What follows belongs to an exercise in optimizing a design on an open flow for small area; a production flow would make more cautious choices. The RTL was checked by simulation tests, not by an equivalence proof against the original design. Power is estimated from default activity; no workload was simulated.

==> flow/design.v (outline; a module is shown in full before it is edited, if it fits) <==
// module opl3_log_sine_lut: 268 lines
// module opl3_exp_lut: 268 lines
// module edge_detector: 35 lines
// module vibrato: 27 lines
// module calc_phase_inc: 59 lines
// module tremolo: 31 lines
// module ksl_add_rom: 50 lines
// module env_rate_counter: 79 lines
// module envelope_generator: 138 lines
// module calc_rhythm_phase: 53 lines
// module phase_generator: 103 lines
// module operator: 201 lines
// module opl2: 646 lines
module opl2(
  clk,        
  reset,      
  opl2_we,    
  opl2_data,  
  opl2_adr,   
  kon,        
  channel_a,  
  channel_b,  
  sample_clk,
  sample_clk_128    
  );
  // ...
==> flow/run.sh <==
#!/bin/bash
# synth_recipe.tcl (not shown) runs the flow's synth.tcl, then flattens the netlist and writes it again
# the make line also repeats each setting of config.mk as NAME=value (left out here)
make -C /OpenROAD-flow-scripts/flow DESIGN_CONFIG=/design/flow/config.mk WORK_HOME=/design/flow/orfs CLKGATE_MAP_FILE= SYNTH_SCRIPT=/design/flow/synth_recipe.tcl finish
==> flow/config.mk <==
export PLATFORM = sky130hd
export DESIGN_NAME = opl2
export DESIGN_NICKNAME = opl2
export VERILOG_FILES = /design/flow/design.v
export SDC_FILE = /design/flow/constraint.sdc
export NUM_CORES = 8
export LEC_CHECK = 0
export CAP_MARGIN = 20
export CORE_MARGIN = 2
export CORE_UTILIZATION = 40
export SLEW_MARGIN = 20
==> flow/constraint.sdc <==
create_clock -name core_clock -period 15.0 [get_ports {clk}]
set_input_delay 3.0000 -clock core_clock [delete_from_list [all_inputs] [get_ports {clk}]]
set_output_delay 3.0000 -clock core_clock [all_outputs]
set_load 0.01 [all_outputs]
==> metrics.csv, run 1 <==
stage;metric;value;unit
layout;layout.cells.non_filler;32951;
drt;routed_wl;787;mm
layout;multi_input_comb_cells;19386;
yosys;ys_top_cells_by_area;dfxtp_1 (34%), ha_1 (7.6%), a21oi_1 (6.9%);
cts;hold_buffers;0;
yosys;yosys.area_share.simple;18.1;%
drt;drc_errors;0;
layout;seq_share;33.8;%
pwr;seq-power;0.0107;W
setup_path;r2r-start;delay_state[4];
cts;clock-root-buffer;clkbuf_16;
pwr;power-top-group;the clock network;
die;fp.dieW;738;µm
setup_path;crit_fanout;49;
global_routing;first_global_vias;178915;
layout;seq_area;0.0804;mm²
timing;fmax;0.0708;GHz
cts;insertion_delay;1110;ps
place;portBuffers;61;
yosys;yosysSeqAreaShare;37.3;%
yosys;synth_compound_area_share;19.1;%
global_routing;met2_usage;43.4;%
cts;cts-resized-gates;0;
place;pre_cts_ws;460;ps
layout;seq_cells;3882;
timing;fin_crit_sh;94.2;%
yosys;synth_cells;26175;
yosys;yosysTopAreaCellShare;33.6;%
timing;setup-tns-final;0;ps
setup_path;cpMostUsedCell;a21oi_1;
setup_path;critPathRequiredTime;15940;ps
global_routing;grt_antenna_before_repair;53;
run_status;run_status;timing/DRC/antenna clean;
setup_path;slowest_delay;880;ps
setup_path;critical_path_class;reg -> reg;
layout;num_antenna_cells;30;
layout;n_all_buffers;545;
pwr;cell_internal_pwr;0.0183;W
yosys;synth.ff_latch_count;3882;
setup_path;rr_worst_depth;55;
global_routing;top_usage_layer;met2;
global_routing;overflow;0;
place;dp_hpwl;540;mm
die;die_height;738;µm
yosys;synth_edf_count;267;
==> module opl3_log_sine_lut, before the edit <==
module opl3_log_sine_lut (
    input wire clk,
    input wire reset,
    input wire [7:0] theta,
    output reg [11:0] out
);
    always @(posedge clk)
        if (reset)
            out <= 0;
        else case(theta) 
            8'h0: out <= 2137;
            8'h1: out <= 1731;
            8'h2: out <= 1543;
            8'h3: out <= 1419;
            8'h4: out <= 1326;
            8'h5: out <= 1252;
            8'h6: out <= 1190;
            8'h7: out <= 1137;
            8'h8: out <= 1091;
            8'h9: out <= 1050;
            8'ha: out <= 1013;
            8'hb: out <= 979;
            8'hc: out <= 949;
            8'hd: out <= 920;
            8'he: out <= 894;
            8'hf: out <= 869;
            8'h10: out <= 846;
            8'h11: out <= 825;
            8'h12: out <= 804;
            8'h13: out <= 785;
            8'h14: out <= 767;
            8'h15: out <= 749;
            8'h16: out <= 732;
            8'h17: out <= 717;
            8'h18: out <= 701;
            8'h19: out <= 687;
            8'h1a: out <= 672;
            8'h1b: out <= 659;
            8'h1c: out <= 646;
            8'h1d: out <= 633;
            8'h1e: out <= 621;
            8'h1f: out <= 609;
            8'h20: out <= 598;
            8'h21: out <= 587;
            8'h22: out <= 576;
            8'h23: out <= 566;
            8'h24: out <= 556;
            8'h25: out <= 546;
            8'h26: out <= 536;
            8'h27: out <= 527;
            8'h28: out <= 518;
            8'h29: out <= 509;
            8'h2a: out <= 501;
            8'h2b: out <= 492;
            8'h2c: out <= 484;
            8'h2d: out <= 476;
            8'h2e: out <= 468;
            8'h2f: out <= 461;
            8'h30: out <= 453;
            8'h31: out <= 446;
            8'h32: out <= 439;
            8'h33: out <= 432;
            8'h34: out <= 425;
            8'h35: out <= 418;
            8'h36: out <= 411;
            8'h37: out <= 405;
            8'h38: out <= 399;
            8'h39: out <= 392;
            8'h3a: out <= 386;
            8'h3b: out <= 380;
            8'h3c: out <= 375;
            8'h3d: out <= 369;
            8'h3e: out <= 363;
            8'h3f: out <= 358;
            8'h40: out <= 352;
            8'h41: out <= 347;
            8'h42: out <= 341;
            8'h43: out <= 336;
            8'h44: out <= 331;
            8'h45: out <= 326;
            8'h46: out <= 321;
            8'h47: out <= 316;
            8'h48: out <= 311;
            8'h49: out <= 307;
            8'h4a: out <= 302;
            8'h4b: out <= 297;
            8'h4c: out <= 293;
            8'h4d: out <= 289;
            8'h4e: out <= 284;
            8'h4f: out <= 280;
            8'h50: out <= 276;
            8'h51: out <= 271;
            8'h52: out <= 267;
            8'h53: out <= 263;
            8'h54: out <= 259;
            8'h55: out <= 255;
            8'h56: out <= 251;
            8'h57: out <= 248;
            8'h58: out <= 244;
            8'h59: out <= 240;
            8'h5a: out <= 236;
            8'h5b: out <= 233;
            8'h5c: out <= 229;
            8'h5d: out <= 226;
            8'h5e: out <= 222;
            8'h5f: out <= 219;
            8'h60: out <= 215;
            8'h61: out <= 212;
            8'h62: out <= 209;
            8'h63: out <= 205;
            8'h64: out <= 202;
            8'h65: out <= 199;
            8'h66: out <= 196;
            8'h67: out <= 193;
            8'h68: out <= 190;
            8'h69: out <= 187;
            8'h6a: out <= 184;
            8'h6b: out <= 181;
            8'h6c: out <= 178;
            8'h6d: out <= 175;
            8'h6e: out <= 172;
            8'h6f: out <= 169;
            8'h70: out <= 167;
            8'h71: out <= 164;
            8'h72: out <= 161;
            8'h73: out <= 159;
            8'h74: out <= 156;
            8'h75: out <= 153;
            8'h76: out <= 151;
            8'h77: out <= 148;
            8'h78: out <= 146;
            8'h79: out <= 143;
            8'h7a: out <= 141;
            8'h7b: out <= 138;
            8'h7c: out <= 136;
            8'h7d: out <= 134;
            8'h7e: out <= 131;
            8'h7f: out <= 129;
            8'h80: out <= 127;
            8'h81: out <= 125;
            8'h82: out <= 122;
            8'h83: out <= 120;
            8'h84: out <= 118;
            8'h85: out <= 116;
            8'h86: out <= 114;
            8'h87: out <= 112;
            8'h88: out <= 110;
            8'h89: out <= 108;
            8'h8a: out <= 106;
            8'h8b: out <= 104;
            8'h8c: out <= 102;
            8'h8d: out <= 100;
            8'h8e: out <= 98;
            8'h8f: out <= 96;
            8'h90: out <= 94;
            8'h91: out <= 92;
            8'h92: out <= 91;
            8'h93: out <= 89;
            8'h94: out <= 87;
            8'h95: out <= 85;
            8'h96: out <= 83;
            8'h97: out <= 82;
            8'h98: out <= 80;
            8'h99: out <= 78;
            8'h9a: out <= 77;
            8'h9b: out <= 75;
            8'h9c: out <= 74;
            8'h9d: out <= 72;
            8'h9e: out <= 70;
            8'h9f: out <= 69;
            8'ha0: out <= 67;
            8'ha1: out <= 66;
            8'ha2: out <= 64;
            8'ha3: out <= 63;
            8'ha4: out <= 62;
            8'ha5: out <= 60;
            8'ha6: out <= 59;
            8'ha7: out <= 57;
            8'ha8: out <= 56;
            8'ha9: out <= 55;
            8'haa: out <= 53;
            8'hab: out <= 52;
            8'hac: out <= 51;
            8'had: out <= 49;
            8'hae: out <= 48;
            8'haf: out <= 47;
            8'hb0: out <= 46;
            8'hb1: out <= 45;
            8'hb2: out <= 43;
            8'hb3: out <= 42;
            8'hb4: out <= 41;
            8'hb5: out <= 40;
            8'hb6: out <= 39;
            8'hb7: out <= 38;
            8'hb8: out <= 37;
            8'hb9: out <= 36;
            8'hba: out <= 35;
            8'hbb: out <= 34;
            8'hbc: out <= 33;
            8'hbd: out <= 32;
            8'hbe: out <= 31;
            8'hbf: out <= 30;
            8'hc0: out <= 29;
            8'hc1: out <= 28;
            8'hc2: out <= 27;
            8'hc3: out <= 26;
            8'hc4: out <= 25;
            8'hc5: out <= 24;
            8'hc6: out <= 23;
            8'hc7: out <= 23;
            8'hc8: out <= 22;
            8'hc9: out <= 21;
            8'hca: out <= 20;
            8'hcb: out <= 20;
            8'hcc: out <= 19;
            8'hcd: out <= 18;
            8'hce: out <= 17;
            8'hcf: out <= 17;
            8'hd0: out <= 16;
            8'hd1: out <= 15;
            8'hd2: out <= 15;
            8'hd3: out <= 14;
            8'hd4: out <= 13;
            8'hd5: out <= 13;
            8'hd6: out <= 12;
            8'hd7: out <= 12;
            8'hd8: out <= 11;
            8'hd9: out <= 10;
            8'hda: out <= 10;
            8'hdb: out <= 9;
            8'hdc: out <= 9;
            8'hdd: out <= 8;
            8'hde: out <= 8;
            8'hdf: out <= 7;
            8'he0: out <= 7;
            8'he1: out <= 7;
            8'he2: out <= 6;
            8'he3: out <= 6;
            8'he4: out <= 5;
            8'he5: out <= 5;
            8'he6: out <= 5;
            8'he7: out <= 4;
            8'he8: out <= 4;
            8'he9: out <= 4;
            8'hea: out <= 3;
            8'heb: out <= 3;
            8'hec: out <= 3;
            8'hed: out <= 2;
            8'hee: out <= 2;
            8'hef: out <= 2;
            8'hf0: out <= 2;
            8'hf1: out <= 1;
            8'hf2: out <= 1;
            8'hf3: out <= 1;
            8'hf4: out <= 1;
            8'hf5: out <= 1;
            8'hf6: out <= 1;
            8'hf7: out <= 1;
            8'hf8: out <= 0;
            8'hf9: out <= 0;
            8'hfa: out <= 0;
            8'hfb: out <= 0;
            8'hfc: out <= 0;
            8'hfd: out <= 0;
            8'hfe: out <= 0;
            8'hff: out <= 0;
            endcase
endmodule
==> module opl3_exp_lut, before the edit <==
module opl3_exp_lut (
    input wire clk,
    input wire reset,
    input wire [7:0] in,
    output reg [9:0] out
);
    always @(posedge clk)
        if (reset)
            out <= 0;
        else case(in)
            8'h0: out <= 0;
            8'h1: out <= 3;
            8'h2: out <= 6;
            8'h3: out <= 8;
            8'h4: out <= 11;
            8'h5: out <= 14;
            8'h6: out <= 17;
            8'h7: out <= 20;
            8'h8: out <= 22;
            8'h9: out <= 25;
            8'ha: out <= 28;
            8'hb: out <= 31;
            8'hc: out <= 34;
            8'hd: out <= 37;
            8'he: out <= 40;
            8'hf: out <= 42;
            8'h10: out <= 45;
            8'h11: out <= 48;
            8'h12: out <= 51;
            8'h13: out <= 54;
            8'h14: out <= 57;
            8'h15: out <= 60;
            8'h16: out <= 63;
            8'h17: out <= 66;
            8'h18: out <= 69;
            8'h19: out <= 72;
            8'h1a: out <= 75;
            8'h1b: out <= 78;
            8'h1c: out <= 81;
            8'h1d: out <= 84;
            8'h1e: out <= 87;
            8'h1f: out <= 90;
            8'h20: out <= 93;
            8'h21: out <= 96;
            8'h22: out <= 99;
            8'h23: out <= 102;
            8'h24: out <= 105;
            8'h25: out <= 108;
            8'h26: out <= 111;
            8'h27: out <= 114;
            8'h28: out <= 117;
            8'h29: out <= 120;
            8'h2a: out <= 123;
            8'h2b: out <= 126;
            8'h2c: out <= 130;
            8'h2d: out <= 133;
            8'h2e: out <= 136;
            8'h2f: out <= 139;
            8'h30: out <= 142;
            8'h31: out <= 145;
            8'h32: out <= 148;
            8'h33: out <= 152;
            8'h34: out <= 155;
            8'h35: out <= 158;
            8'h36: out <= 161;
            8'h37: out <= 164;
            8'h38: out <= 168;
            8'h39: out <= 171;
            8'h3a: out <= 174;
            8'h3b: out <= 177;
            8'h3c: out <= 181;
            8'h3d: out <= 184;
            8'h3e: out <= 187;
            8'h3f: out <= 190;
            8'h40: out <= 194;
            8'h41: out <= 197;
            8'h42: out <= 200;
            8'h43: out <= 204;
            8'h44: out <= 207;
            8'h45: out <= 210;
            8'h46: out <= 214;
            8'h47: out <= 217;
            8'h48: out <= 220;
            8'h49: out <= 224;
            8'h4a: out <= 227;
            8'h4b: out <= 231;
            8'h4c: out <= 234;
            8'h4d: out <= 237;
            8'h4e: out <= 241;
            8'h4f: out <= 244;
            8'h50: out <= 248;
            8'h51: out <= 251;
            8'h52: out <= 255;
            8'h53: out <= 258;
            8'h54: out <= 262;
            8'h55: out <= 265;
            8'h56: out <= 268;
            8'h57: out <= 272;
            8'h58: out <= 276;
            8'h59: out <= 279;
            8'h5a: out <= 283;
            8'h5b: out <= 286;
            8'h5c: out <= 290;
            8'h5d: out <= 293;
            8'h5e: out <= 297;
            8'h5f: out <= 300;
            8'h60: out <= 304;
            8'h61: out <= 308;
            8'h62: out <= 311;
            8'h63: out <= 315;
            8'h64: out <= 318;
            8'h65: out <= 322;
            8'h66: out <= 326;
            8'h67: out <= 329;
            8'h68: out <= 333;
            8'h69: out <= 337;
            8'h6a: out <= 340;
            8'h6b: out <= 344;
            8'h6c: out <= 348;
            8'h6d: out <= 352;
            8'h6e: out <= 355;
            8'h6f: out <= 359;
            8'h70: out <= 363;
            8'h71: out <= 367;
            8'h72: out <= 370;
            8'h73: out <= 374;
            8'h74: out <= 378;
            8'h75: out <= 382;
            8'h76: out <= 385;
            8'h77: out <= 389;
            8'h78: out <= 393;
            8'h79: out <= 397;
            8'h7a: out <= 401;
            8'h7b: out <= 405;
            8'h7c: out <= 409;
            8'h7d: out <= 412;
            8'h7e: out <= 416;
            8'h7f: out <= 420;
            8'h80: out <= 424;
            8'h81: out <= 428;
            8'h82: out <= 432;
            8'h83: out <= 436;
            8'h84: out <= 440;
            8'h85: out <= 444;
            8'h86: out <= 448;
            8'h87: out <= 452;
            8'h88: out <= 456;
            8'h89: out <= 460;
            8'h8a: out <= 464;
            8'h8b: out <= 468;
            8'h8c: out <= 472;
            8'h8d: out <= 476;
            8'h8e: out <= 480;
            8'h8f: out <= 484;
            8'h90: out <= 488;
            8'h91: out <= 492;
            8'h92: out <= 496;
            8'h93: out <= 501;
            8'h94: out <= 505;
            8'h95: out <= 509;
            8'h96: out <= 513;
            8'h97: out <= 517;
            8'h98: out <= 521;
            8'h99: out <= 526;
            8'h9a: out <= 530;
            8'h9b: out <= 534;
            8'h9c: out <= 538;
            8'h9d: out <= 542;
            8'h9e: out <= 547;
            8'h9f: out <= 551;
            8'ha0: out <= 555;
            8'ha1: out <= 560;
            8'ha2: out <= 564;
            8'ha3: out <= 568;
            8'ha4: out <= 572;
            8'ha5: out <= 577;
            8'ha6: out <= 581;
            8'ha7: out <= 585;
            8'ha8: out <= 590;
            8'ha9: out <= 594;
            8'haa: out <= 599;
            8'hab: out <= 603;
            8'hac: out <= 607;
            8'had: out <= 612;
            8'hae: out <= 616;
            8'haf: out <= 621;
            8'hb0: out <= 625;
            8'hb1: out <= 630;
            8'hb2: out <= 634;
            8'hb3: out <= 639;
            8'hb4: out <= 643;
            8'hb5: out <= 648;
            8'hb6: out <= 652;
            8'hb7: out <= 657;
            8'hb8: out <= 661;
            8'hb9: out <= 666;
            8'hba: out <= 670;
            8'hbb: out <= 675;
            8'hbc: out <= 680;
            8'hbd: out <= 684;
            8'hbe: out <= 689;
            8'hbf: out <= 693;
            8'hc0: out <= 698;
            8'hc1: out <= 703;
            8'hc2: out <= 708;
            8'hc3: out <= 712;
            8'hc4: out <= 717;
            8'hc5: out <= 722;
            8'hc6: out <= 726;
            8'hc7: out <= 731;
            8'hc8: out <= 736;
            8'hc9: out <= 741;
            8'hca: out <= 745;
            8'hcb: out <= 750;
            8'hcc: out <= 755;
            8'hcd: out <= 760;
            8'hce: out <= 765;
            8'hcf: out <= 770;
            8'hd0: out <= 774;
            8'hd1: out <= 779;
            8'hd2: out <= 784;
            8'hd3: out <= 789;
            8'hd4: out <= 794;
            8'hd5: out <= 799;
            8'hd6: out <= 804;
            8'hd7: out <= 809;
            8'hd8: out <= 814;
            8'hd9: out <= 819;
            8'hda: out <= 824;
            8'hdb: out <= 829;
            8'hdc: out <= 834;
            8'hdd: out <= 839;
            8'hde: out <= 844;
            8'hdf: out <= 849;
            8'he0: out <= 854;
            8'he1: out <= 859;
            8'he2: out <= 864;
            8'he3: out <= 869;
            8'he4: out <= 874;
            8'he5: out <= 880;
            8'he6: out <= 885;
            8'he7: out <= 890;
            8'he8: out <= 895;
            8'he9: out <= 900;
            8'hea: out <= 906;
            8'heb: out <= 911;
            8'hec: out <= 916;
            8'hed: out <= 921;
            8'hee: out <= 927;
            8'hef: out <= 932;
            8'hf0: out <= 937;
            8'hf1: out <= 942;
            8'hf2: out <= 948;
            8'hf3: out <= 953;
            8'hf4: out <= 959;
            8'hf5: out <= 964;
            8'hf6: out <= 969;
            8'hf7: out <= 975;
            8'hf8: out <= 980;
            8'hf9: out <= 986;
            8'hfa: out <= 991;
            8'hfb: out <= 996;
            8'hfc: out <= 1002;
            8'hfd: out <= 1007;
            8'hfe: out <= 1013;
            8'hff: out <= 1018;
            endcase
endmodule
==> run 2: changes to the inputs <==
==> flow/design.v (replaced) <==
`timescale 1ns / 1ps
module opl3_log_sine_lut (
    input wire [7:0] theta,
    output reg [11:0] out
);
    always @*
        case (theta)
            8'h0: out = 2137;
            8'h1: out = 1731;
            8'h2: out = 1543;
            8'h3: out = 1419;
            8'h4: out = 1326;
            8'h5: out = 1252;
            8'h6: out = 1190;
            8'h7: out = 1137;
            8'h8: out = 1091;
            8'h9: out = 1050;
            8'ha: out = 1013;
            8'hb: out = 979;
            8'hc: out = 949;
            8'hd: out = 920;
            8'he: out = 894;
            8'hf: out = 869;
            8'h10: out = 846;
            8'h11: out = 825;
            8'h12: out = 804;
            8'h13: out = 785;
            8'h14: out = 767;
            8'h15: out = 749;
            8'h16: out = 732;
            8'h17: out = 717;
            8'h18: out = 701;
            8'h19: out = 687;
            8'h1a: out = 672;
            8'h1b: out = 659;
            8'h1c: out = 646;
            8'h1d: out = 633;
            8'h1e: out = 621;
            8'h1f: out = 609;
            8'h20: out = 598;
            8'h21: out = 587;
            8'h22: out = 576;
            8'h23: out = 566;
            8'h24: out = 556;
            8'h25: out = 546;
            8'h26: out = 536;
            8'h27: out = 527;
            8'h28: out = 518;
            8'h29: out = 509;
            8'h2a: out = 501;
            8'h2b: out = 492;
            8'h2c: out = 484;
            8'h2d: out = 476;
            8'h2e: out = 468;
            8'h2f: out = 461;
            8'h30: out = 453;
            8'h31: out = 446;
            8'h32: out = 439;
            8'h33: out = 432;
            8'h34: out = 425;
            8'h35: out = 418;
            8'h36: out = 411;
            8'h37: out = 405;
            8'h38: out = 399;
            8'h39: out = 392;
            8'h3a: out = 386;
            8'h3b: out = 380;
            8'h3c: out = 375;
            8'h3d: out = 369;
            8'h3e: out = 363;
            8'h3f: out = 358;
            8'h40: out = 352;
            8'h41: out = 347;
            8'h42: out = 341;
            8'h43: out = 336;
            8'h44: out = 331;
            8'h45: out = 326;
            8'h46: out = 321;
            8'h47: out = 316;
            8'h48: out = 311;
            8'h49: out = 307;
            8'h4a: out = 302;
            8'h4b: out = 297;
            8'h4c: out = 293;
            8'h4d: out = 289;
            8'h4e: out = 284;
            8'h4f: out = 280;
            8'h50: out = 276;
            8'h51: out = 271;
            8'h52: out = 267;
            8'h53: out = 263;
            8'h54: out = 259;
            8'h55: out = 255;
            8'h56: out = 251;
            8'h57: out = 248;
            8'h58: out = 244;
            8'h59: out = 240;
            8'h5a: out = 236;
            8'h5b: out = 233;
            8'h5c: out = 229;
            8'h5d: out = 226;
            8'h5e: out = 222;
            8'h5f: out = 219;
            8'h60: out = 215;
            8'h61: out = 212;
            8'h62: out = 209;
            8'h63: out = 205;
            8'h64: out = 202;
            8'h65: out = 199;
            8'h66: out = 196;
            8'h67: out = 193;
            8'h68: out = 190;
            8'h69: out = 187;
            8'h6a: out = 184;
            8'h6b: out = 181;
            8'h6c: out = 178;
            8'h6d: out = 175;
            8'h6e: out = 172;
            8'h6f: out = 169;
            8'h70: out = 167;
            8'h71: out = 164;
            8'h72: out = 161;
            8'h73: out = 159;
            8'h74: out = 156;
            8'h75: out = 153;
            8'h76: out = 151;
            8'h77: out = 148;
            8'h78: out = 146;
            8'h79: out = 143;
            8'h7a: out = 141;
            8'h7b: out = 138;
            8'h7c: out = 136;
            8'h7d: out = 134;
            8'h7e: out = 131;
            8'h7f: out = 129;
            8'h80: out = 127;
            8'h81: out = 125;
            8'h82: out = 122;
            8'h83: out = 120;
            8'h84: out = 118;
            8'h85: out = 116;
            8'h86: out = 114;
            8'h87: out = 112;
            8'h88: out = 110;
            8'h89: out = 108;
            8'h8a: out = 106;
            8'h8b: out = 104;
            8'h8c: out = 102;
            8'h8d: out = 100;
            8'h8e: out = 98;
            8'h8f: out = 96;
            8'h90: out = 94;
            8'h91: out = 92;
            8'h92: out = 91;
            8'h93: out = 89;
            8'h94: out = 87;
            8'h95: out = 85;
            8'h96: out = 83;
            8'h97: out = 82;
            8'h98: out = 80;
            8'h99: out = 78;
            8'h9a: out = 77;
            8'h9b: out = 75;
            8'h9c: out = 74;
            8'h9d: out = 72;
            8'h9e: out = 70;
            8'h9f: out = 69;
            8'ha0: out = 67;
            8'ha1: out = 66;
            8'ha2: out = 64;
            8'ha3: out = 63;
            8'ha4: out = 62;
            8'ha5: out = 60;
            8'ha6: out = 59;
            8'ha7: out = 57;
            8'ha8: out = 56;
            8'ha9: out = 55;
            8'haa: out = 53;
            8'hab: out = 52;
            8'hac: out = 51;
            8'had: out = 49;
            8'hae: out = 48;
            8'haf: out = 47;
            8'hb0: out = 46;
            8'hb1: out = 45;
            8'hb2: out = 43;
            8'hb3: out = 42;
            8'hb4: out = 41;
            8'hb5: out = 40;
            8'hb6: out = 39;
            8'hb7: out = 38;
            8'hb8: out = 37;
            8'hb9: out = 36;
            8'hba: out = 35;
            8'hbb: out = 34;
            8'hbc: out = 33;
            8'hbd: out = 32;
            8'hbe: out = 31;
            8'hbf: out = 30;
            8'hc0: out = 29;
            8'hc1: out = 28;
            8'hc2: out = 27;
            8'hc3: out = 26;
            8'hc4: out = 25;
            8'hc5: out = 24;
            8'hc6: out = 23;
            8'hc7: out = 23;
            8'hc8: out = 22;
            8'hc9: out = 21;
            8'hca: out = 20;
            8'hcb: out = 20;
            8'hcc: out = 19;
            8'hcd: out = 18;
            8'hce: out = 17;
            8'hcf: out = 17;
            8'hd0: out = 16;
            8'hd1: out = 15;
            8'hd2: out = 15;
            8'hd3: out = 14;
            8'hd4: out = 13;
            8'hd5: out = 13;
            8'hd6: out = 12;
            8'hd7: out = 12;
            8'hd8: out = 11;
            8'hd9: out = 10;
            8'hda: out = 10;
            8'hdb: out = 9;
            8'hdc: out = 9;
            8'hdd: out = 8;
            8'hde: out = 8;
            8'hdf: out = 7;
            8'he0: out = 7;
            8'he1: out = 7;
            8'he2: out = 6;
            8'he3: out = 6;
            8'he4: out = 5;
            8'he5: out = 5;
            8'he6: out = 5;
            8'he7: out = 4;
            8'he8: out = 4;
            8'he9: out = 4;
            8'hea: out = 3;
            8'heb: out = 3;
            8'hec: out = 3;
            8'hed: out = 2;
            8'hee: out = 2;
            8'hef: out = 2;
            8'hf0: out = 2;
            8'hf1: out = 1;
            8'hf2: out = 1;
            8'hf3: out = 1;
            8'hf4: out = 1;
            8'hf5: out = 1;
            8'hf6: out = 1;
            8'hf7: out = 1;
            8'hf8: out = 0;
            8'hf9: out = 0;
            8'hfa: out = 0;
            8'hfb: out = 0;
            8'hfc: out = 0;
            8'hfd: out = 0;
            8'hfe: out = 0;
            8'hff: out = 0;
            default: out = 0;
        endcase
endmodule
`timescale 1ns / 1ps
module opl3_exp_lut (
    input wire [7:0] in,
    output reg [9:0] out
);
    always @*
        case (in)
            8'h0: out = 0;
            8'h1: out = 3;
            8'h2: out = 6;
            8'h3: out = 8;
            8'h4: out = 11;
            8'h5: out = 14;
            8'h6: out = 17;
            8'h7: out = 20;
            8'h8: out = 22;
            8'h9: out = 25;
            8'ha: out = 28;
            8'hb: out = 31;
            8'hc: out = 34;
            8'hd: out = 37;
            8'he: out = 40;
            8'hf: out = 42;
            8'h10: out = 45;
            8'h11: out = 48;
            8'h12: out = 51;
            8'h13: out = 54;
            8'h14: out = 57;
            8'h15: out = 60;
            8'h16: out = 63;
            8'h17: out = 66;
            8'h18: out = 69;
            8'h19: out = 72;
            8'h1a: out = 75;
            8'h1b: out = 78;
            8'h1c: out = 81;
            8'h1d: out = 84;
            8'h1e: out = 87;
            8'h1f: out = 90;
            8'h20: out = 93;
            8'h21: out = 96;
            8'h22: out = 99;
            8'h23: out = 102;
            8'h24: out = 105;
            8'h25: out = 108;
            8'h26: out = 111;
            8'h27: out = 114;
            8'h28: out = 117;
            8'h29: out = 120;
            8'h2a: out = 123;
            8'h2b: out = 126;
            8'h2c: out = 130;
            8'h2d: out = 133;
            8'h2e: out = 136;
            8'h2f: out = 139;
            8'h30: out = 142;
            8'h31: out = 145;
            8'h32: out = 148;
            8'h33: out = 152;
            8'h34: out = 155;
            8'h35: out = 158;
            8'h36: out = 161;
            8'h37: out = 164;
            8'h38: out = 168;
            8'h39: out = 171;
            8'h3a: out = 174;
            8'h3b: out = 177;
            8'h3c: out = 181;
            8'h3d: out = 184;
            8'h3e: out = 187;
            8'h3f: out = 190;
            8'h40: out = 194;
            8'h41: out = 197;
            8'h42: out = 200;
            8'h43: out = 204;
            8'h44: out = 207;
            8'h45: out = 210;
            8'h46: out = 214;
            8'h47: out = 217;
            8'h48: out = 220;
            8'h49: out = 224;
            8'h4a: out = 227;
            8'h4b: out = 231;
            8'h4c: out = 234;
            8'h4d: out = 237;
            8'h4e: out = 241;
            8'h4f: out = 244;
            8'h50: out = 248;
            8'h51: out = 251;
            8'h52: out = 255;
            8'h53: out = 258;
            8'h54: out = 262;
            8'h55: out = 265;
            8'h56: out = 268;
            8'h57: out = 272;
            8'h58: out = 276;
            8'h59: out = 279;
            8'h5a: out = 283;
            8'h5b: out = 286;
            8'h5c: out = 290;
            8'h5d: out = 293;
            8'h5e: out = 297;
            8'h5f: out = 300;
            8'h60: out = 304;
            8'h61: out = 308;
            8'h62: out = 311;
            8'h63: out = 315;
            8'h64: out = 318;
            8'h65: out = 322;
            8'h66: out = 326;
            8'h67: out = 329;
            8'h68: out = 333;
            8'h69: out = 337;
            8'h6a: out = 340;
            8'h6b: out = 344;
            8'h6c: out = 348;
            8'h6d: out = 352;
            8'h6e: out = 355;
            8'h6f: out = 359;
            8'h70: out = 363;
            8'h71: out = 367;
            8'h72: out = 370;
            8'h73: out = 374;
            8'h74: out = 378;
            8'h75: out = 382;
            8'h76: out = 385;
            8'h77: out = 389;
            8'h78: out = 393;
            8'h79: out = 397;
            8'h7a: out = 401;
            8'h7b: out = 405;
            8'h7c: out = 409;
            8'h7d: out = 412;
            8'h7e: out = 416;
            8'h7f: out = 420;
            8'h80: out = 424;
            8'h81: out = 428;
            8'h82: out = 432;
            8'h83: out = 436;
            8'h84: out = 440;
            8'h85: out = 444;
            8'h86: out = 448;
            8'h87: out = 452;
            8'h88: out = 456;
            8'h89: out = 460;
            8'h8a: out = 464;
            8'h8b: out = 468;
            8'h8c: out = 472;
            8'h8d: out = 476;
            8'h8e: out = 480;
            8'h8f: out = 484;
            8'h90: out = 488;
            8'h91: out = 492;
            8'h92: out = 496;
            8'h93: out = 501;
            8'h94: out = 505;
            8'h95: out = 509;
            8'h96: out = 513;
            8'h97: out = 517;
            8'h98: out = 521;
            8'h99: out = 526;
            8'h9a: out = 530;
            8'h9b: out = 534;
            8'h9c: out = 538;
            8'h9d: out = 542;
            8'h9e: out = 547;
            8'h9f: out = 551;
            8'ha0: out = 555;
            8'ha1: out = 560;
            8'ha2: out = 564;
            8'ha3: out = 568;
            8'ha4: out = 572;
            8'ha5: out = 577;
            8'ha6: out = 581;
            8'ha7: out = 585;
            8'ha8: out = 590;
            8'ha9: out = 594;
            8'haa: out = 599;
            8'hab: out = 603;
            8'hac: out = 607;
            8'had: out = 612;
            8'hae: out = 616;
            8'haf: out = 621;
            8'hb0: out = 625;
            8'hb1: out = 630;
            8'hb2: out = 634;
            8'hb3: out = 639;
            8'hb4: out = 643;
            8'hb5: out = 648;
            8'hb6: out = 652;
            8'hb7: out = 657;
            8'hb8: out = 661;
            8'hb9: out = 666;
            8'hba: out = 670;
            8'hbb: out = 675;
            8'hbc: out = 680;
            8'hbd: out = 684;
            8'hbe: out = 689;
            8'hbf: out = 693;
            8'hc0: out = 698;
            8'hc1: out = 703;
            8'hc2: out = 708;
            8'hc3: out = 712;
            8'hc4: out = 717;
            8'hc5: out = 722;
            8'hc6: out = 726;
            8'hc7: out = 731;
            8'hc8: out = 736;
            8'hc9: out = 741;
            8'hca: out = 745;
            8'hcb: out = 750;
            8'hcc: out = 755;
            8'hcd: out = 760;
            8'hce: out = 765;
            8'hcf: out = 770;
            8'hd0: out = 774;
            8'hd1: out = 779;
            8'hd2: out = 784;
            8'hd3: out = 789;
            8'hd4: out = 794;
            8'hd5: out = 799;
            8'hd6: out = 804;
            8'hd7: out = 809;
            8'hd8: out = 814;
            8'hd9: out = 819;
            8'hda: out = 824;
            8'hdb: out = 829;
            8'hdc: out = 834;
            8'hdd: out = 839;
            8'hde: out = 844;
            8'hdf: out = 849;
            8'he0: out = 854;
            8'he1: out = 859;
            8'he2: out = 864;
            8'he3: out = 869;
            8'he4: out = 874;
            8'he5: out = 880;
            8'he6: out = 885;
            8'he7: out = 890;
            8'he8: out = 895;
            8'he9: out = 900;
            8'hea: out = 906;
            8'heb: out = 911;
            8'hec: out = 916;
            8'hed: out = 921;
            8'hee: out = 927;
            8'hef: out = 932;
            8'hf0: out = 937;
            8'hf1: out = 942;
            8'hf2: out = 948;
            8'hf3: out = 953;
            8'hf4: out = 959;
            8'hf5: out = 964;
            8'hf6: out = 969;
            8'hf7: out = 975;
            8'hf8: out = 980;
            8'hf9: out = 986;
            8'hfa: out = 991;
            8'hfb: out = 996;
            8'hfc: out = 1002;
            8'hfd: out = 1007;
            8'hfe: out = 1013;
            8'hff: out = 1018;
            default: out = 0;
        endcase
endmodule
`timescale 1ns / 1ps
module opl2(
  clk,
  reset,
  opl2_we,
  opl2_data,
  opl2_adr,
  kon,
  channel_a,
  channel_b,
  sample_clk,
  sample_clk_128
  );
  input         clk;
  input         reset;
  input         opl2_we;
  input [7:0]   opl2_data;
  input [7:0]   opl2_adr;
  output [8:0]  kon;
  output signed [15:0] channel_a;
  output signed [15:0] channel_b;
  output sample_clk;
  output sample_clk_128;
  localparam [1:0]
    RELEASE = 2'b00,
    ATTACK  = 2'b01,
    DECAY   = 2'b10,
    SUSTAIN = 2'b11;
  localparam RAND_POLYNOMIAL = 'h800302;
  localparam TREMOLO_MAX_COUNT = 13*1024;
  reg [8:0] kon;
  reg signed [15:0] channel_a;
  reg signed [15:0] channel_b;
  reg sample_clk;
  reg sample_clk_128;
  genvar i;
  reg [9:0] cntr;
  reg sample_clk_en;
  always @(posedge clk)
    if (reset) begin
      cntr <= 10'd0;
      sample_clk_en <= 1'b0;
      sample_clk <= 1'b0;
    end else begin
      cntr <= cntr == 10'd813 ? 10'd0 : cntr + 1'b1;
      sample_clk_en <= cntr == 10'd0;
      sample_clk <= ~cntr[9];
      sample_clk_128 <= ~cntr[0];
    end
  reg [7:0] m20 [0:17];
  reg [7:0] m40 [0:17];
  reg [7:0] m60 [0:17];
  reg [7:0] m80 [0:17];
  reg [1:0] me0 [0:17];
  reg [7:0] ma0 [0:8];
  reg [5:0] mb0 [0:8];
  reg [5:0] mc0 [0:8];
  reg [7:0] mbd;
  reg       m08;
  generate
    for (i = 0; i < 18; i = i + 1) begin: mop
      localparam [7:0] OFF = (i < 6) ? i : (i < 12) ? i + 2 : i + 4;
      always @(posedge clk)
        if (reset) begin
          m20[i] <= 8'd0;
          m40[i] <= 8'd0;
          m60[i] <= 8'd0;
          m80[i] <= 8'd0;
          me0[i] <= 2'd0;
        end else if (opl2_we) begin
          if (opl2_adr == 8'h20 + OFF) m20[i] <= opl2_data;
          if (opl2_adr == 8'h40 + OFF) m40[i] <= opl2_data;
          if (opl2_adr == 8'h60 + OFF) m60[i] <= opl2_data;
          if (opl2_adr == 8'h80 + OFF) m80[i] <= opl2_data;
          if (opl2_adr == 8'he0 + OFF) me0[i] <= opl2_data[1:0];
        end
    end
    for (i = 0; i < 9; i = i + 1) begin: mch
      always @(posedge clk)
        if (reset) begin
          ma0[i] <= 8'd0;
          mb0[i] <= 6'd0;
          mc0[i] <= 6'd0;
        end else if (opl2_we) begin
          if (opl2_adr == 8'ha0 + i) ma0[i] <= opl2_data;
          if (opl2_adr == 8'hb0 + i) mb0[i] <= opl2_data[5:0];
          if (opl2_adr == 8'hc0 + i) mc0[i] <= opl2_data[5:0];
        end
    end
  endgenerate
  always @(posedge clk)
    if (reset) begin
      mbd <= 8'd0;
      m08 <= 1'b0;
    end else if (opl2_we) begin
      if (opl2_adr == 8'hbd) mbd <= opl2_data;
      if (opl2_adr == 8'h08) m08 <= opl2_data[6];
    end
  reg [7:0] s20 [0:17];
  reg [7:0] s40 [0:17];
  reg [7:0] s60 [0:17];
  reg [7:0] s80 [0:17];
  reg [1:0] se0 [0:17];
  reg [9:0] sfnum [0:8];
  reg [2:0] sblock [0:8];
  reg [8:0] scha;
  reg [8:0] schb;
  reg [2:0] sfb [0:8];
  reg [8:0] scnt;
  reg [7:0] sbd;
  reg       nts;
  reg [2:0] ch0_old;    
  generate
    for (i = 0; i < 18; i = i + 1) begin: sop
      always @(posedge clk)
        if (sample_clk_en) begin
          s20[i] <= m20[i];
          s40[i] <= m40[i];
          s60[i] <= m60[i];
          s80[i] <= m80[i];
          se0[i] <= me0[i];
        end
    end
    for (i = 0; i < 9; i = i + 1) begin: sch
      always @(posedge clk)
        if (sample_clk_en) begin
          sfnum[i] <= {mb0[i][1:0], ma0[i]};
          sblock[i] <= mb0[i][4:2];
          schb[i] <= mc0[i][5];
          scha[i] <= mc0[i][4];
          sfb[i] <= mc0[i][3:1];
          scnt[i] <= mc0[i][0];
        end
      always @(posedge clk)
        if (reset)
          kon[i] <= 1'b0;
        else if (sample_clk_en)
          kon[i] <= mb0[i][5];
    end
  endgenerate
  always @(posedge clk)
    if (sample_clk_en) begin
      sbd <= mbd;
      nts <= m08;
      ch0_old <= {scha[0], schb[0], scnt[0]};
    end
  wire dam = sbd[7];
  wire dvb = sbd[6];
  wire ryt = sbd[5];
  wire bd  = sbd[4];
  wire sd  = sbd[3];
  wire tom = sbd[2];
  wire tc  = sbd[1];
  wire hh  = sbd[0];
  reg [4:0] rpos;        
  reg req;               
  reg act;               
  reg vB;
  reg vC;
  reg fresh;             
  wire start = (sample_clk_en | req) & (rpos == 5'd17);
  wire fin = act & (rpos == 5'd17);
  always @(posedge clk)
    if (reset) begin
      rpos <= 5'd0;
      req <= 1'b0;
      act <= 1'b0;
      vB <= 1'b0;
      vC <= 1'b0;
      fresh <= 1'b1;
    end else begin
      rpos <= (rpos == 5'd17) ? 5'd0 : rpos + 1'b1;
      req <= start ? 1'b0 : (req | sample_clk_en);
      if (start)
        act <= 1'b1;
      else if (fin)
        act <= 1'b0;
      vB <= act;
      vC <= vB;
      if (fin)
        fresh <= 1'b0;
    end
  reg [13:0] tremolo_index;
  reg [12:0] vibrato_index;    
  reg [23:0] rand_num;
  always @(posedge clk)
    if (reset) begin
      tremolo_index <= 14'd0;
      vibrato_index <= 13'd1;
      rand_num <= 24'd1;
    end else begin
      if (start) begin
        if (tremolo_index == TREMOLO_MAX_COUNT - 1)
          tremolo_index <= 0;
        else
          tremolo_index <= tremolo_index + 1'b1;
        if (rand_num & 1)
          rand_num <= (rand_num ^ RAND_POLYNOMIAL) >> 1;
        else
          rand_num <= rand_num >> 1;
      end
      if (act)
        vibrato_index <= vibrato_index + 1'b1;
    end
  wire [5:0] am_val_tmp0 = tremolo_index >> 8;
  wire [5:0] am_val_tmp1 = (am_val_tmp0 > 26) ? (2*26 + ~am_val_tmp0) : am_val_tmp0;
  wire [4:0] am_val = dam ? am_val_tmp1 : am_val_tmp1 >> 2;
  reg [8:0] k1;          
  reg [8:0] k2;          
  reg [2:0] q0;          
  reg [2:0] q1;
  reg bd0;
  reg hh0, hh1, sd0, sd1, tom0, tom1, tc0, tc1;
  always @(posedge clk)
    if (reset) begin
      k1 <= 9'd0;
      k2 <= 9'd0;
      q0 <= 3'd0;
      q1 <= 3'd0;
      bd0 <= 1'b0;
      hh0 <= 1'b0; hh1 <= 1'b0;
      sd0 <= 1'b0; sd1 <= 1'b0;
      tom0 <= 1'b0; tom1 <= 1'b0;
      tc0 <= 1'b0; tc1 <= 1'b0;
    end else if (fin) begin
      k1 <= kon;
      k2 <= k1;
      if (!ryt) begin
        q0 <= kon[8:6];
        q1 <= q0;
      end else begin
        bd0 <= bd;
        hh0 <= hh; hh1 <= hh0;
        sd0 <= sd; sd1 <= sd0;
        tom0 <= tom; tom1 <= tom0;
        tc0 <= tc; tc1 <= tc0;
      end
    end
  reg [1:0]  r_st  [0:17];
  reg [8:0]  r_env [0:17];
  reg [14:0] r_cnt [0:17];
  reg [19:0] r_pa  [0:17];
  reg [12:0] r_out [0:17];
  reg [12:0] r_fb2 [0:8];
  wire [4:0] op = rpos;
  reg [3:0] ch;
  reg is_mod;
  always @ *
    case (op)
    5'd0:  begin ch = 4'd0; is_mod = 1'b1; end
    5'd1:  begin ch = 4'd1; is_mod = 1'b1; end
    5'd2:  begin ch = 4'd2; is_mod = 1'b1; end
    5'd3:  begin ch = 4'd0; is_mod = 1'b0; end
    5'd4:  begin ch = 4'd1; is_mod = 1'b0; end
    5'd5:  begin ch = 4'd2; is_mod = 1'b0; end
    5'd6:  begin ch = 4'd3; is_mod = 1'b1; end
    5'd7:  begin ch = 4'd4; is_mod = 1'b1; end
    5'd8:  begin ch = 4'd5; is_mod = 1'b1; end
    5'd9:  begin ch = 4'd3; is_mod = 1'b0; end
    5'd10: begin ch = 4'd4; is_mod = 1'b0; end
    5'd11: begin ch = 4'd5; is_mod = 1'b0; end
    5'd12: begin ch = 4'd6; is_mod = 1'b1; end
    5'd13: begin ch = 4'd7; is_mod = 1'b1; end
    5'd14: begin ch = 4'd8; is_mod = 1'b1; end
    5'd15: begin ch = 4'd6; is_mod = 1'b0; end
    5'd16: begin ch = 4'd7; is_mod = 1'b0; end
    default: begin ch = 4'd8; is_mod = 1'b0; end
    endcase
  wire [7:0] p20 = s20[op];
  wire [7:0] p40 = s40[op];
  wire [7:0] p60 = s60[op];
  wire [7:0] p80 = s80[op];
  wire [1:0] ws = se0[op];
  wire am   = p20[7];
  wire vib  = p20[6];
  wire egt  = p20[5];
  wire ksr  = p20[4];
  wire [3:0] mult = p20[3:0];
  wire [1:0] ksl = p40[7:6];
  wire [5:0] tl  = p40[5:0];
  wire [3:0] ar = p60[7:4];
  wire [3:0] dr = p60[3:0];
  wire [3:0] sl = p80[7:4];
  wire [3:0] rr = p80[3:0];
  wire [9:0] fnum = sfnum[ch];
  wire [2:0] block = sblock[ch];
  wire [2:0] fb = sfb[ch];
  wire cnt_c = scnt[ch];
  wire kon_c = kon[ch];
  wire k1_c = k1[ch];
  wire k2_c = k2[ch];
  wire op_bd = ryt && (op == 5'd12 || op == 5'd15);
  wire op_hh = ryt && op == 5'd13;
  wire op_tt = ryt && op == 5'd14;
  wire op_sd = ryt && op == 5'd16;
  wire op_tc = ryt && op == 5'd17;
  wire [1:0]  st0  = fresh ? RELEASE : r_st[0];
  wire [8:0]  env0 = fresh ? 9'd511 : r_env[0];
  wire [14:0] cnt0 = fresh ? 15'd0 : r_cnt[0];
  wire [19:0] pa0  = fresh ? 20'd0 : r_pa[0];
  wire [12:0] out_old = fresh ? 13'd0 : r_out[0];
  wire [12:0] fb2_old = fresh ? 13'd0 : r_fb2[0];
  wire [19:0] pa17 = fresh ? 20'd0 : r_pa[14];   
  wire [19:0] pa13 = r_pa[4];                    
  reg off_old, off_new, rhy_old, rhy_new;
  always @ * begin
    if (ch < 4'd6) begin
      off_old = !k1_c && k2_c;
      off_new = !kon_c && k1_c;
    end else begin
      off_old = !q0[ch - 4'd6] && q1[ch - 4'd6];
      off_new = ryt ? off_old : (!kon_c && q0[ch - 4'd6]);
    end
    rhy_old = 1'b0;
    rhy_new = 1'b0;
    if (ryt)
      case (op)
      5'd12: rhy_new = bd && !bd0;
      5'd15: rhy_old = bd && !bd0;
      5'd13: begin rhy_old = hh0 && !hh1; rhy_new = hh && !hh0; end
      5'd14: begin rhy_old = tom0 && !tom1; rhy_new = tom && !tom0; end
      5'd16: begin rhy_old = sd0 && !sd1; rhy_new = sd && !sd0; end
      5'd17: begin rhy_old = tc0 && !tc1; rhy_new = tc && !tc0; end
      default: ;
      endcase
  end
  wire kon_old = (k1_c && !k2_c) || rhy_old;
  wire kon_new = (kon_c && !k1_c) || rhy_new;
  reg [1:0] next_state;
  always @ *
    case (st0)
    ATTACK: next_state = env0 == 0 ? DECAY : ATTACK;
    DECAY: next_state = (env0 >> 4) >= sl ? SUSTAIN : DECAY;
    SUSTAIN: next_state = !egt ? RELEASE : SUSTAIN;
    default: next_state = RELEASE;
    endcase
  wire [1:0] s1 = kon_old ? ATTACK : off_old ? RELEASE : next_state;
  wire [1:0] s2 = kon_new ? ATTACK : off_new ? RELEASE : s1;
  function [3:0] req_rate;
    input [1:0] s;
    input [3:0] ar, dr, rr;
    case (s)
    ATTACK: req_rate = ar;
    DECAY: req_rate = dr;
    SUSTAIN: req_rate = 0;
    default: req_rate = rr;
    endcase
  endfunction
  wire [7:0] rate_tmp0 = nts ? fnum[8] : fnum[9];
  wire [7:0] rate_tmp1 = rate_tmp0 | (block << 1);
  wire [7:0] rate_tmp2 = ksr ? rate_tmp1 : rate_tmp1 >> 2;
  function [17:0] rate_inc;
    input [3:0] requested_rate;
    input [7:0] rate_tmp2;
    reg [7:0] requested_rate_shifted;
    reg [7:0] effective_rate;
    reg [7:0] rate_value;
    reg [1:0] rof;
    begin
      requested_rate_shifted = requested_rate << 2;
      effective_rate = (rate_tmp2 + requested_rate_shifted > 60) ?
       60 : rate_tmp2 + requested_rate_shifted;
      rate_value = effective_rate >> 2;
      rof = effective_rate[1:0];
      rate_inc = (4 | rof) << rate_value;
    end
  endfunction
  wire [3:0] rate1 = req_rate(s1, ar, dr, rr);
  wire [3:0] rate2 = req_rate(s2, ar, dr, rr);
  wire [17:0] inc1 = rate_inc(rate1, rate_tmp2);
  wire [17:0] inc2 = rate_inc(rate2, rate_tmp2);
  wire [14:0] cnt1 = (rate1 != 0) ? cnt0 + inc1[14:0] : cnt0;
  wire [17:0] overflow_tmp = cnt1 + inc2;
  wire [7:0] rate_counter_overflow = overflow_tmp >> 15;
  reg [8:0] env1;
  always @ *
    if (s2 == ATTACK && rate_counter_overflow != 0 && env0 != 0)
      env1 = env0 - (((env0 * rate_counter_overflow) >> 3) + 1);
    else if (s2 == DECAY || s2 == RELEASE)
      if (env0 + rate_counter_overflow > 511)
        env1 = 511;
      else
        env1 = env0 + rate_counter_overflow;
    else
      env1 = env0;
  wire signed [19:0] pre_mult = fnum << block;
  reg signed [4:0] pre_mult_adj;
  always @ *
    case (mult)
    'h0: pre_mult_adj = 1;
    'h1: pre_mult_adj = 1;
    'h2: pre_mult_adj = 2;
    'h3: pre_mult_adj = 3;
    'h4: pre_mult_adj = 4;
    'h5: pre_mult_adj = 5;
    'h6: pre_mult_adj = 6;
    'h7: pre_mult_adj = 7;
    'h8: pre_mult_adj = 8;
    'h9: pre_mult_adj = 9;
    'hA: pre_mult_adj = 10;
    'hB: pre_mult_adj = 10;
    'hC: pre_mult_adj = 12;
    'hD: pre_mult_adj = 12;
    'hE: pre_mult_adj = 15;
    default: pre_mult_adj = 15;
    endcase
  reg signed [19:0] post_mult;
  always @ *
    if (mult == 0)
      post_mult = pre_mult >> 1;
    else
      post_mult = pre_mult * pre_mult_adj;
  wire [9:0] delta0 = fnum >> 7;
  wire [9:0] delta1 = ((vibrato_index >> 10) & 3) == 3 ? delta0 >> 1 : delta0;
  wire [9:0] delta2 = !dvb ? delta1 >> 1 : delta1;
  wire signed [9:0] vib_val = ((vibrato_index >> 10) & 4) != 0 ? ~delta2 : delta2;
  wire signed [19:0] phase_inc = vib ? post_mult + vib_val : post_mult;
  wire [9:0] upper_current_phase = pa0 >> 10;
  reg [9:0] friend_phase;
  always @ *
    if (op_hh)
      friend_phase = pa17 >> 10;
    else if (op_tc)
      friend_phase = pa13 >> 10;
    else
      friend_phase = 0;
  wire [9:0] phase_bit =
   (((upper_current_phase & 'h88) ^ ((upper_current_phase << 5) & 'h80)) |
   ((friend_phase ^ (friend_phase << 2)) & 'h20)) ? 'h02 : 'h00;
  reg [9:0] noise_bit;
  always @ *
    if (op_hh)
      noise_bit = rand_num[0] << 1;
    else if (op_sd)
      noise_bit = rand_num[0] << 8;
    else
      noise_bit = 0;
  reg [19:0] rhythm_phase;
  always @ *
    if (op_hh)
      rhythm_phase = ((phase_bit << 8) | ('h34 << (phase_bit ^ noise_bit))) << 10;
    else if (op_sd)
      rhythm_phase = (('h100 + (upper_current_phase & 'h100)) ^ noise_bit) << 10;
    else if (op_tc)
      rhythm_phase = ((1 + phase_bit) << 8) << 10;
    else
      rhythm_phase = pa0;
  wire use_feedback = is_mod && !((op == 5'd13 || op == 5'd14) && ryt);
  wire signed [12:0] fb1_s = out_old;
  wire signed [12:0] fb2_s = (op == 5'd0) ? out_old : fb2_old;
  reg signed [21:0] feedback_result_p0;
  always @ *
    if (fb == 0)
      feedback_result_p0 = 0;
    else
      feedback_result_p0 = ((fb1_s + fb2_s) <<< fb);
  wire signed [12:0] feedback_result = feedback_result_p0 >>> 9;
  wire carrier_mod_off = cnt_c || (ryt && (op == 5'd16 || op == 5'd17));
  wire [12:0] modulation = use_feedback ? feedback_result :
   (!is_mod && !carrier_mod_off) ? r_out[3] : 13'd0;
  wire [19:0] pa1 = kon_new ? 20'd0 : pa0 + phase_inc;
  wire [19:0] final_phase = kon_new ? 20'd0 :
   rhythm_phase + phase_inc + (modulation << 10);
  reg [6:0] rom_out;
  always @ *
    case (fnum >> 6)
    0: rom_out = 0;
    1: rom_out = 32;
    2: rom_out = 40;
    3: rom_out = 45;
    4: rom_out = 48;
    5: rom_out = 51;
    6: rom_out = 53;
    7: rom_out = 55;
    8: rom_out = 56;
    9: rom_out = 58;
    10: rom_out = 59;
    11: rom_out = 60;
    12: rom_out = 61;
    13: rom_out = 62;
    14: rom_out = 63;
    default: rom_out = 64;
    endcase
  wire signed [7:0] ksl_tmp0 = block - 8;
  wire signed [7:0] ksl_tmp1 = rom_out + (ksl_tmp0 << 3);
  reg [7:0] ksl_add;
  always @ *
    case (ksl)
    0: ksl_add = 0;
    1: ksl_add = ksl_tmp1 <= 0 ? 0 : ksl_tmp1 << 1;
    2: ksl_add = ksl_tmp1 <= 0 ? 0 : ksl_tmp1;
    default: ksl_add = ksl_tmp1 <= 0 ? 0 : ksl_tmp1 << 2;
    endcase
  wire [10:0] env_offs = (tl << 2) + ksl_add + (am ? am_val : 5'd0);
  reg incl;
  always @ *
    if (op == 5'd15)
      incl = ryt ? cnt_c : 1'b1;
    else if (op == 5'd12)
      incl = ryt ? !cnt_c : cnt_c;
    else if (op == 5'd13 || op == 5'd14)
      incl = cnt_c || ryt;
    else if (op == 5'd0)
      incl = ch0_old[0];
    else
      incl = is_mod ? cnt_c : 1'b1;
  wire cha_c = (ch == 4'd0) ? ch0_old[2] : scha[ch];
  wire chb_c = (ch == 4'd0) ? ch0_old[1] : schb[ch];
  wire signed [18:0] out_old_ext = fb1_s;
  reg signed [18:0] acc_a;
  reg signed [18:0] acc_b;
  always @(posedge clk)
    if (start) begin
      acc_a <= 0;
      acc_b <= 0;
    end else if (act) begin
      if (incl && cha_c)
        acc_a <= acc_a + out_old_ext;
      if (incl && chb_c)
        acc_b <= acc_b + out_old_ext;
    end
  always @(posedge clk)
    if (sample_clk_en) begin
      if (acc_a > 2**15 - 1)
        channel_a <= 2**15 - 1;
      else if (acc_a < -2**15)
        channel_a <= -2**15;
      else
        channel_a <= acc_a;
      if (acc_b > 2**15 - 1)
        channel_b <= 2**15 - 1;
      else if (acc_b < -2**15)
        channel_b <= -2**15;
      else
        channel_b <= acc_b;
    end
  reg [9:0] b_phase;       
  reg [9:0] b_offs;
  reg [1:0] b_ws;
  reg b_shl;
  always @(posedge clk) begin
    b_phase <= final_phase[19:10];
    b_offs <= env_offs[9:0];
    b_ws <= ws;
    b_shl <= op_hh || op_tt || op_sd || op_tc;
  end
  wire [11:0] log_sin_out;
  opl3_log_sine_lut log_sine_lut_inst (
    .theta(b_phase[8] ? ~b_phase[7:0] : b_phase[7:0]),
    .out(log_sin_out)
  );
  wire signed [10:0] env_tmp = r_env[1] + b_offs;
  reg [8:0] env;
  always @ *
    if (env_tmp < 0)
      env = 0;
    else if (env_tmp > 511)
      env = 511;
    else
      env = env_tmp;
  wire [12:0] log_sin_plus_gain = log_sin_out + (env << 3);
  reg [12:0] c_lsg;
  reg c_sign;
  reg c_half;
  reg [1:0] c_ws;
  reg c_shl;
  always @(posedge clk) begin
    c_lsg <= log_sin_plus_gain;
    c_sign <= b_phase[9];
    c_half <= b_phase[8];
    c_ws <= b_ws;
    c_shl <= b_shl;
  end
  wire [9:0] exp_out;
  opl3_exp_lut exp_lut_inst (
    .in(~c_lsg[7:0]),
    .out(exp_out)
  );
  wire [12:0] tmp_out0 = (2**10 + exp_out) << 1;
  reg signed [12:0] tmp_out1;
  always @ *
    if (c_sign)
      tmp_out1 = ~(tmp_out0 >> c_lsg[12:8]);
    else
      tmp_out1 = tmp_out0 >> c_lsg[12:8];
  wire signed [12:0] tmp_ws2 = tmp_out1 < 0 ? ~tmp_out1 : tmp_out1;
  reg signed [12:0] tmp_out2;
  always @ *
    case (c_ws)
    0: tmp_out2 = tmp_out1;
    1: tmp_out2 = tmp_out1 < 0 ? 0 : tmp_out1;
    2: tmp_out2 = tmp_ws2;
    default: tmp_out2 = c_half ? 0 : tmp_ws2;
    endcase
  wire [12:0] op_out = c_shl ? tmp_out2 << 1 : tmp_out2;
  always @(posedge clk) begin
    r_st[1]  <= act ? s2 : r_st[0];
    r_env[1] <= act ? env1 : r_env[0];
    r_cnt[1] <= act ? cnt1 : r_cnt[0];
    r_pa[1]  <= act ? pa1 : r_pa[0];
    r_out[1] <= r_out[0];
    r_fb2[1] <= (act && is_mod) ? out_old : r_fb2[0];
    r_st[0]  <= r_st[17];
    r_env[0] <= r_env[17];
    r_cnt[0] <= r_cnt[17];
    r_pa[0]  <= r_pa[17];
    r_out[0] <= r_out[17];
    r_fb2[0] <= r_fb2[8];
    r_out[2] <= r_out[1];
    r_out[3] <= vC ? op_out : r_out[2];
  end
  generate
    for (i = 2; i < 18; i = i + 1) begin: ring
      always @(posedge clk) begin
        r_st[i]  <= r_st[i-1];
        r_env[i] <= r_env[i-1];
        r_cnt[i] <= r_cnt[i-1];
        r_pa[i]  <= r_pa[i-1];
      end
      if (i > 3) begin: ro
        always @(posedge clk)
          r_out[i] <= r_out[i-1];
      end
    end
    for (i = 2; i < 9; i = i + 1) begin: fring
      always @(posedge clk)
        r_fb2[i] <= r_fb2[i-1];
    end
  endgenerate
endmodule
==> metrics.csv, run 2 <==
stage;metric;value;unit;change
timing;setup-violations-final;0;;unchanged
drt;dr.pass1.iters;7;;was 10
global_routing;top_usage_layer;met2;;unchanged
yosys;synth_cell_types;99;;was 114
layout;largest_reg_flops;360;;was 801
setup_path;r2r-start;rpos[4];;was delay_state[4]
yosys;avgSynthCellArea;10.8;µm²;was 8.23 µm²
timing;setup_slack;811;ps;was 875 ps
layout;area_delta_synth_final;14.0;%;was 10.5%
setup_path;cp-startpoint;rpos[4];;was delay_state[4]
yosys;async_reset_ff_share;0;%;unchanged
yosys;synth_cells;10281;;was 26.2k
yosys;synth_edf_count;828;;was 267
die;start_util;40.2;%;was 40.1%
timing;max-slew-margin-rel;17.5;%;was 17.0%
yosys;synth-main-ff-cell;dfxtp_1;;unchanged
cts;clock-root-buffer;clkbuf_16;;unchanged
yosys;yosys_warnings;25;;was 75
pwr;power_density;184;mW/mm²;was 109 mW/mm²
place;dp_hpwl;216;mm;was 540 mm
layout;final_nets;10619;;was 27.0k
layout;post-route-util;45.9;%;was 44.3%
yosys;syn_nets;10670;;was 27.8k
layout;layout_commonest_cell;dfxtp_1;;was nand2_1
pwr;p_leak;46.8;nW;was 89.6 nW
setup_path;cp.arrival;14970;ps;was 15060 ps
global_routing;first_global_vias;75066;;was 179k
setup_path;crit_slowest_cell;dfxtp_2;;was dfxtp_1
place;portBuffers;61;;unchanged
die;die_height;532;µm;was 738 µm
setup_path;critical_path_class;reg -> reg;;unchanged
die;design.die.area;0.283;mm²;was 0.544 mm²
layout;drive_gt1_share;9.22;%;was 5.80%
timing;hold_viol_final;0;;unchanged
layout;final_cell_mix;dfxtp_1 (2165), nand2_1 (1114), a21oi_1 (956);;was nand2_1 (3799), dfxtp_1 (3611), a21oi_1 (2952)
layout;stdcell_area;0.127;mm²;was 0.238 mm²
cts;clkTransAtPathRegs;60;ps;about the same
yosys;yosysTopAreaCellShare;39.2;%;was 33.6%
global_routing;overflow;0;;unchanged
timing;fin_crit_sh;94.6;%;was 94.2%
cts;hold_buffers;0;;unchanged
drt;first_iter_violations;8415;;was 22.0k
timing;fmax;0.0705;GHz;was 0.0708 GHz
cts;numCtsBuffers;310;;was 428
yosys;yosysMostFrequentCell;dfxtp_1;;was nand2_1
drt;wl_per_cell;23.2;µm;was 23.9 µm
run_status;run_status;timing/DRC/antenna clean;;unchanged
hold_path;hp-start;r_pa[15][6];;
timing;slew_viol_final;0;;unchanged
timing;fin_skew;105;ps;was 133 ps
yosys;yosysSeqAreaShare;61.5;%;was 37.3%
drt;drc_errors;0;;unchanged
setup_path;rrSetupSlack;810;ps;was 870 ps
setup_path;slowest_delay;660;ps;was 880 ps
global_routing;grt_start_max_net_pins;183;;was 239
setup_path;crit_fanout;17;;was 49
drt;ant_nets;0;;unchanged
drt;via_per_inst;5.50;;was 5.85
timing;min_period;14190;ps;was 14130 ps
place;placed_cell_area;0.116;mm²;was 0.223 mm²
yosys;synth.ff_latch_count;3006;;was 3882
pwr;total_power;0.0233;W;was 0.0260 W
die;std_cell_rows;193;;was 269
global_routing;grt_use_met1;31.1;%;was 36.9%
setup_path;cpMostUsedCell;a21oi_1;;unchanged
place;pre_cts_ws;357;ps;was 460 ps
place;gp_congestion;0.898;;was 0.940
die;fp.dieW;532;µm;was 738 µm
cts;clkSinkCount;3006;;was 3882
drt;vias;78074;;was 193k
global_routing;grt_pass1_wl;489;mm;was 1160 mm
cts;insertion_delay;940;ps;was 1110 ps
global_routing;grt_util_all_layers;22.5;%;was 27.6%
yosys;synth_area;0.111;mm²;was 0.215 mm²
setup_path;start_kind;register;;unchanged
hold_path;hold_path_class;reg -> reg;;unchanged
run;max_cap_violations;0;;unchanged
cts;cts_tree;yes;;unchanged
cts;clock_path_buffers;4;;unchanged
layout;nFillCells;25250;;was 52.9k
pwr;ir_drop;0.186;mV;was 0.105 mV
die;ios;62;;unchanged
yosys;synth_top_cell_by_area;dfxtp_1;;unchanged
global_routing;grt_use_met3;4.08;%;was 4.76%
global_routing;met2_usage;35.2;%;was 43.4%
drt;routed_wl;329;mm;was 787 mm
timing;setup-tns-final;0;ps;unchanged
yosys;ys_top_cells_by_count;dfxtp_1 (2178), nand2_1 (1116), a21oi_1 (956);;was nand2_1 (3822), dfxtp_1 (3615), a21oi_1 (2956)
global_routing;grt_antenna_before_repair;9;;was 53
die;core;0.277;mm²;was 0.536 mm²
setup_path;worstSetupEndpointType;register;;unchanged
timing;tightestPinTransition;1230;ps;was 1250 ps
yosys;ys_top_cells_by_area;dfxtp_1 (39%), edfxtp_1 (22%), a21oi_1 (4.3%);;was dfxtp_1 (34%), ha_1 (7.6%), a21oi_1 (6.9%)
setup_path;critPathRequiredTime;15780;ps;was 15940 ps
cts;htreeDepth;5;;unchanged
run 2: cell types whose count changed in the layout (fill, tap and decap cells not counted), sizes merged, moves of 255 or more:
cell,delta
nand2,-2707
a21oi,-2007
nor2,-1691
dfxtp,-1437
ha,-1007
mux2i,-866
inv,-843
edfxtp,+561
xnor2,-550
nand3,-546
o21bai,-318
o21ai,-288
a22oi,-282
buf,-255
run 2: routing by layer:
metal	routed length (µm)	up-vias
met2	147000	3134
met4	13100	2
met3	26200	623
met5	13	-
li1	-	36160
met1	143000	38155
run 2: final timing paths:
kind	endpoint	depth (start not counted)
setup / recovery	r_env[1][8]	72
hold / removal	r_pa[16][6]	0
setup reg to reg	r_env[1][8]	72
hold reg to reg	r_pa[16][6]	0
run 2: power breakdown:
part           internal, W  switching, W  total [W]
Sequential         0.00865      0.000200    0.00885
Clock              0.00461       0.00329    0.00790
Combinational      0.00239       0.00420    0.00658
run 2: worst max-delay path, delay by kind of cell (launching register included):
family	cells	cell delay (ps)
AOI/OAI and AO/OA	29	4890
xor gates and xnor gates	5	670
adders and majority gates	10	3340
buffers and inverters	4	810
DFF	1	660
muxes	1	240
and+or+nand+nor	23	3390
run 2: final cells by class:
cell class	count	area [µm²]	share of cell area [%]
multi-input combinational	6348	39800	31.3
clock buffer	432	8840	6.96
tap	3705	4640	3.65
timing repair buffer	289	2410	1.90
clock inverter	134	1760	1.38
sequential	3006	68500	54.0
inverter	275	1030	0.813
antenna	2	5.00	0.00394
run 2: stage by stage:
| stage | hold WS, ps | std cells |
|---|---|---|
| final | 294 | 14191 |
| after detailed placement | 312 | 13611 |
| after floorplan | 310 | 10281 |
| after global routing | 306 | 14190 |
| after CTS | 296 | 14177 |
| after global placement | 310 | 13610 |
run 2: logic make-up (layout without fill, tap and decap cells):
logic type	count (synthesis)	count (layout)	share of synthesized area [%]
buffers and inverters	927	1130	3.18
AO/OA/AOI/OAI	2260	2260	12.4
adder cells (fa/ha/maj)	370	370	4.58
flip-flops	3006	3006	61.5
XOR/XNOR	204	204	1.60
other	0	2	0
multiplexers	492	492	4.74
AND/OR/NAND/NOR	3022	3022	12.0
run 2: repair_timing:
| item | 4_1_cts | 5_1_grt |
|---|---|---|
| gates resized for setup | 0 | 18 |
| endpoints found under the setup margin | 0 | 6 |
| buffers inserted | 0 | 11 |

[re-timing with driven ports]
How much do the figures lean on ideal ports? The routed layouts below were timed once more, with nothing changed but the port constraints.
Step 1 sets driving cells, clkbuf_16 on the clock port and buf_2 on the other inputs (assumed; they add their load-dependent delay and slew).
Step 2 moves the port delays by t, midway between the first and last clock arrival at a register: inputs arrive t later, outputs are due t later. That takes back most of the time a late clock gives input paths.
Three values: ideal, step 1, step 2; two values: the first two.
run	t, ns	slack for setup (ns)	worst setup path after step 2	worst register clock-pin slew, ns
run 1	1.176	0.875 / 0.875 / 0.875	register to register	0.07 / 0.07
run 2	0.988	0.811 / 0.811 / 0.811	register to register	0.07 / 0.07
After both steps setup and hold are still met in every run listed.
